What follows belongs to an exercise in optimizing a design on an open flow for small area, a short achievable clock period and few clock cycles per item; a production flow would make more cautious choices.
RTL that was checked went through simulation tests only; none was proved equivalent to the original.
No activity file was given, so power comes from the tool's default toggle rates.

==> module div_unit, before the edit <==
module div_unit
(
    input  logic        clk,
    input  logic        rst,
    input  logic        issue,           
    input  logic [2:0]  funct3,          
    input  logic [6:0]  opcode,
    input  logic [4:0]  rd,
    input  logic [5:0]  pd,
    input  logic [2:0]  rob_idx,
    input  logic [31:0] pc,
    input  logic [31:0] ps1_value,
    input  logic [31:0] ps2_value,
    output logic        ready,           
    input  logic        cdb_dequeue,     
    output logic        res_valid,
    output logic [4:0]  res_rd,
    output logic [5:0]  res_pd,
    output logic [2:0]  res_rob_idx,
    output logic [31:0] res_value,
    output logic [31:0] res_rs1_value,
    output logic [31:0] res_rs2_value,
    output logic [31:0] res_pc,
    output logic [31:0] res_pc_next,
    output logic [6:0]  res_opcode
);
function automatic logic [5:0] bitlen(input logic [31:0] x);
    bitlen = 6'd0;
    for (int i = 0; i < 32; i++)
        if (x[i]) bitlen = i + 1;
endfunction
function automatic logic [31:0] or_down(input logic [31:0] x);
    or_down = x;
    or_down = or_down | (or_down >> 1);
    or_down = or_down | (or_down >> 2);
    or_down = or_down | (or_down >> 4);
    or_down = or_down | (or_down >> 8);
    or_down = or_down | (or_down >> 16);
endfunction
function automatic logic [31:0] or_up(input logic [31:0] x);
    or_up = x << 1;
    or_up = or_up | (or_up << 1);
    or_up = or_up | (or_up << 2);
    or_up = or_up | (or_up << 4);
    or_up = or_up | (or_up << 8);
    or_up = or_up | (or_up << 16);
endfunction
logic s_idle, s_setup, s_iter, s_done;
logic [31:0] a_r, nb_r, pc_r;  
logic [6:0]  opcode_r;
logic [4:0]  rd_r;
logic [5:0]  pd_r;
logic [2:0]  rob_r;
logic        rem_r;       
logic        sa_r, sb_r;  
logic        quick_r;     
logic [5:0]  lb_r;        
logic [5:0]  n_r;         
logic [31:0] r_r;         
logic [31:0] q_r;         
logic        sgn_i, sa_i, sb_i, dbz_i, quick_i;
logic [31:0] ma_i, mb_i, pa_i;
assign sgn_i = ~funct3[0];
assign sa_i  = sgn_i & ps1_value[31];
assign sb_i  = sgn_i & ps2_value[31];
assign dbz_i = (ps2_value == 32'd0);
assign ma_i  = ps1_value ^ {32{sa_i}};
assign mb_i  = ps2_value ^ {32{sb_i}};
assign pa_i  = or_down(ma_i);
assign quick_i = dbz_i | (|(mb_i & ~(sa_i ? {pa_i[30:0], 1'b1} : pa_i)));
logic [31:0] fx_in, fx_out;
logic        fx_neg;
assign fx_in  = s_setup ? a_r : (rem_r ? r_r : q_r);
assign fx_neg = s_setup ? sa_r : (~quick_r & (rem_r ? sa_r : (sa_r ^ sb_r)));
assign fx_out = fx_in ^ ({32{fx_neg}} & or_up(fx_in));
logic [5:0]  n_diff, n_set;
assign n_diff = n_r - lb_r + 6'd1;
assign n_set  = n_diff[5] ? 6'd32 : {n_diff[5:1] + {4'd0, n_diff[0]}, 1'b0};
logic [31:0] rot1, rot2, rot3, rot, lowmask;
assign rot1    = n_set[1] ? {fx_out[1:0], fx_out[31:2]} : fx_out;
assign rot2    = n_set[2] ? {rot1[3:0],   rot1[31:4]}   : rot1;
assign rot3    = n_set[3] ? {rot2[7:0],   rot2[31:8]}   : rot2;
assign rot     = n_set[4] ? {rot3[15:0],  rot3[31:16]}  : rot3;
assign lowmask = 32'hffffffff >> n_set;
logic [34:0] r4, nb1, nb2, d1, d2, d3, cs_s, cs_c;
logic        c_b;
logic [1:0]  qdig;
logic [31:0] r_next;
assign c_b  = ~sb_r;
assign r4   = {1'b0, r_r, q_r[31:30]};
assign nb1  = {3'b111, nb_r};
assign nb2  = {nb1[33:0], c_b};
assign d1   = r4 + nb1 + {34'd0, c_b};
assign d2   = r4 + nb2 + {34'd0, c_b};
assign cs_s = r4 ^ nb1 ^ nb2;
assign cs_c = {((r4[33:0] & nb1[33:0]) | (r4[33:0] & nb2[33:0]) | (nb1[33:0] & nb2[33:0])), c_b};
assign d3   = cs_s + cs_c + {34'd0, c_b};
always_comb begin
    if (!d3[34])      begin qdig = 2'd3; r_next = d3[31:0]; end
    else if (!d2[34]) begin qdig = 2'd2; r_next = d2[31:0]; end
    else if (!d1[34]) begin qdig = 2'd1; r_next = d1[31:0]; end
    else              begin qdig = 2'd0; r_next = r4[31:0]; end
end
assign ready     = s_idle | (s_done & cdb_dequeue);
assign res_valid = s_done;
always_ff @(posedge clk) begin
    if (rst) begin
        s_idle  <= 1'b1;
        s_setup <= 1'b0;
        s_iter  <= 1'b0;
        s_done  <= 1'b0;
    end else begin
        s_setup <= issue & ~quick_i;
        s_iter  <= s_setup | (s_iter & (n_r != 6'd2));
        s_done  <= (issue & quick_i) | (s_iter & (n_r == 6'd2)) | (s_done & ~cdb_dequeue);
        s_idle  <= (s_idle & ~issue) | (s_done & cdb_dequeue & ~issue);
    end
end
always_ff @(posedge clk) begin
    if (issue) begin
        a_r      <= ps1_value;
        nb_r     <= ps2_value ^ {32{~sb_i}};
        pc_r     <= pc;
        opcode_r <= opcode;
        rd_r     <= rd;
        pd_r     <= pd;
        rob_r    <= rob_idx;
        rem_r    <= funct3[1];
        sa_r     <= sa_i;
        sb_r     <= sb_i;
        quick_r  <= quick_i;
        lb_r     <= bitlen(mb_i);
        n_r      <= bitlen(ma_i) + {5'd0, sa_i};
    end else if (s_setup) begin
        n_r      <= n_set;
    end else if (s_iter) begin
        n_r      <= n_r - 6'd2;
    end
end
always_ff @(posedge clk) begin
    if (issue) begin
        r_r <= ps1_value;
        q_r <= {32{dbz_i}};
    end else if (s_setup) begin
        r_r <= rot & lowmask;
        q_r <= rot & ~lowmask;
    end else if (s_iter) begin
        r_r <= r_next;
        q_r <= {q_r[29:0], qdig};
    end
end
logic [31:0] pc_carry;
assign pc_carry = {~or_up(~{pc_r[31:2], 2'b11})};
assign res_rd        = rd_r;
assign res_pd        = pd_r;
assign res_rob_idx   = rob_r;
assign res_value     = fx_out;
assign res_rs1_value = a_r;
assign res_rs2_value = nb_r ^ {32{~sb_r}};
assign res_pc        = pc_r;
assign res_pc_next   = {pc_r[31:2] ^ pc_carry[31:2], pc_r[1:0]};
assign res_opcode    = opcode_r;
endmodule
Settings: LEC_CHECK=0, ABC_AREA=1, CAP_MARGIN=20, CORE_MARGIN=2, CORE_UTILIZATION=50, PLACE_DENSITY=0.65, SETUP_SLACK_MARGIN=1.0, SLEW_MARGIN=20; clock period 5.5 ns.
standard.sh (not shown) runs the stock make flow with config.mk's settings and CLKGATE_MAP_FILE= SYNTH_SCRIPT=/design/flow/synth_recipe.tcl, a recipe that flattens the netlist after the stock synthesis.
==> flow/flow/run.sh <==
#!/bin/bash
export BUFFER_PORTS_ARGS="-buffer_cell sky130_fd_sc_hd__buf_1"
bash standard.sh > standard.log 2>&1
Next try:
--- a/flow/design.v
+++ b/flow/design.v
@@ -371,11 +371,11 @@
     or_up = or_up | (or_up << 4);
     or_up = or_up | (or_up << 8);
     or_up = or_up | (or_up << 16);
 endfunction
 logic s_idle, s_setup, s_iter, s_done;
-logic [31:0] a_r, nb_r, pc_r;  
+logic [31:0] a_r, b_r, pc_r;
 logic [6:0]  opcode_r;
 logic [4:0]  rd_r;
 logic [5:0]  pd_r;
 logic [2:0]  rob_r;
 logic        rem_r;       
@@ -407,27 +407,27 @@
 assign rot1    = n_set[1] ? {fx_out[1:0], fx_out[31:2]} : fx_out;
 assign rot2    = n_set[2] ? {rot1[3:0],   rot1[31:4]}   : rot1;
 assign rot3    = n_set[3] ? {rot2[7:0],   rot2[31:8]}   : rot2;
 assign rot     = n_set[4] ? {rot3[15:0],  rot3[31:16]}  : rot3;
 assign lowmask = 32'hffffffff >> n_set;
-logic [34:0] r4, nb1, nb2, d1, d2, d3, cs_s, cs_c;
+logic [35:0] r4, nb1, nb2, d1, d2, d3, cs_s, cs_c;
 logic        c_b;
 logic [1:0]  qdig;
 logic [31:0] r_next;
 assign c_b  = ~sb_r;
-assign r4   = {1'b0, r_r, q_r[31:30]};
-assign nb1  = {3'b111, nb_r};
-assign nb2  = {nb1[33:0], c_b};
-assign d1   = r4 + nb1 + {34'd0, c_b};
-assign d2   = r4 + nb2 + {34'd0, c_b};
+assign r4   = {2'b00, r_r, q_r[31:30]};
+assign nb1  = {4'b1111, b_r ^ {32{c_b}}};
+assign nb2  = {nb1[34:0], c_b};
+assign d1   = r4 + nb1 + {35'd0, c_b};
+assign d2   = r4 + nb2 + {35'd0, c_b};
 assign cs_s = r4 ^ nb1 ^ nb2;
-assign cs_c = {((r4[33:0] & nb1[33:0]) | (r4[33:0] & nb2[33:0]) | (nb1[33:0] & nb2[33:0])), c_b};
-assign d3   = cs_s + cs_c + {34'd0, c_b};
+assign cs_c = {((r4[34:0] & nb1[34:0]) | (r4[34:0] & nb2[34:0]) | (nb1[34:0] & nb2[34:0])), c_b};
+assign d3   = cs_s + cs_c + {35'd0, c_b};
 always_comb begin
-    if (!d3[34])      begin qdig = 2'd3; r_next = d3[31:0]; end
-    else if (!d2[34]) begin qdig = 2'd2; r_next = d2[31:0]; end
-    else if (!d1[34]) begin qdig = 2'd1; r_next = d1[31:0]; end
+    if (!d3[35])      begin qdig = 2'd3; r_next = d3[31:0]; end
+    else if (!d2[35]) begin qdig = 2'd2; r_next = d2[31:0]; end
+    else if (!d1[35]) begin qdig = 2'd1; r_next = d1[31:0]; end
     else              begin qdig = 2'd0; r_next = r4[31:0]; end
 end
 assign ready     = s_idle | (s_done & cdb_dequeue);
 assign res_valid = s_done;
 always_ff @(posedge clk) begin
@@ -444,11 +444,11 @@
     end
 end
 always_ff @(posedge clk) begin
     if (issue) begin
         a_r      <= ps1_value;
-        nb_r     <= ps2_value ^ {32{~sb_i}};
+        b_r      <= ps2_value;
         pc_r     <= pc;
         opcode_r <= opcode;
         rd_r     <= rd;
         pd_r     <= pd;
         rob_r    <= rob_idx;
@@ -481,10 +481,10 @@
 assign res_rd        = rd_r;
 assign res_pd        = pd_r;
 assign res_rob_idx   = rob_r;
 assign res_value     = fx_out;
 assign res_rs1_value = a_r;
-assign res_rs2_value = nb_r ^ {32{~sb_r}};
+assign res_rs2_value = b_r;
 assign res_pc        = pc_r;
 assign res_pc_next   = {pc_r[31:2] ^ pc_carry[31:2], pc_r[1:0]};
 assign res_opcode    = opcode_r;
 endmodule
After rerunning: Setup slack improves by 330 ps. Clock power shrinks by about a fifth. Global-route usage went down by 2.1 points. Design area went down slightly. Clock skew came out lower by 8.2 ps. Routed wire length came out lower by a little under a tenth. Critical path depth went up by 1. Synthesized cell count shrinks by a few percent. Maximum frequency came out higher by a little under a tenth.
Testbench counts after the change, summed over its fixed seeds: cycles 17,896, ops 3,200.
Only the layout flow was run in the first run of this note; the RTL was not checked for function there.

[afterwards: timing with drivers on the ports]
Ports are ideal in the flow. The routed layouts listed here were re-timed in OpenROAD.
Step 1: set_driving_cell puts a clkbuf_16 on clk and a buf_2 on each other input, an assumption about the parent block.
Step 2 moves the port delays by t, midway between the first and last clock arrival at a register: inputs arrive t later, outputs are due t later. That takes back most of the time a late clock gives input paths.
a / b / c = ideal / step 1 / step 2; a / b = the first two.
run	t, ns	slack for setup (ns)	hold slack, ns	worst data-port slew with drivers (ns)
the first run	0.621	0.823 / 0.762 / 0.751	0.467 / 0.467 / 0.467	0.06
the second run	0.583	1.151 / 1.096 / 0.795	0.472 / 0.472 / 0.472	0.07
After both steps every run listed still meets setup and hold. For the second run, which loses most, drivers alone change the setup slack by -0.055 ns; drivers and shift together by -0.356 ns.
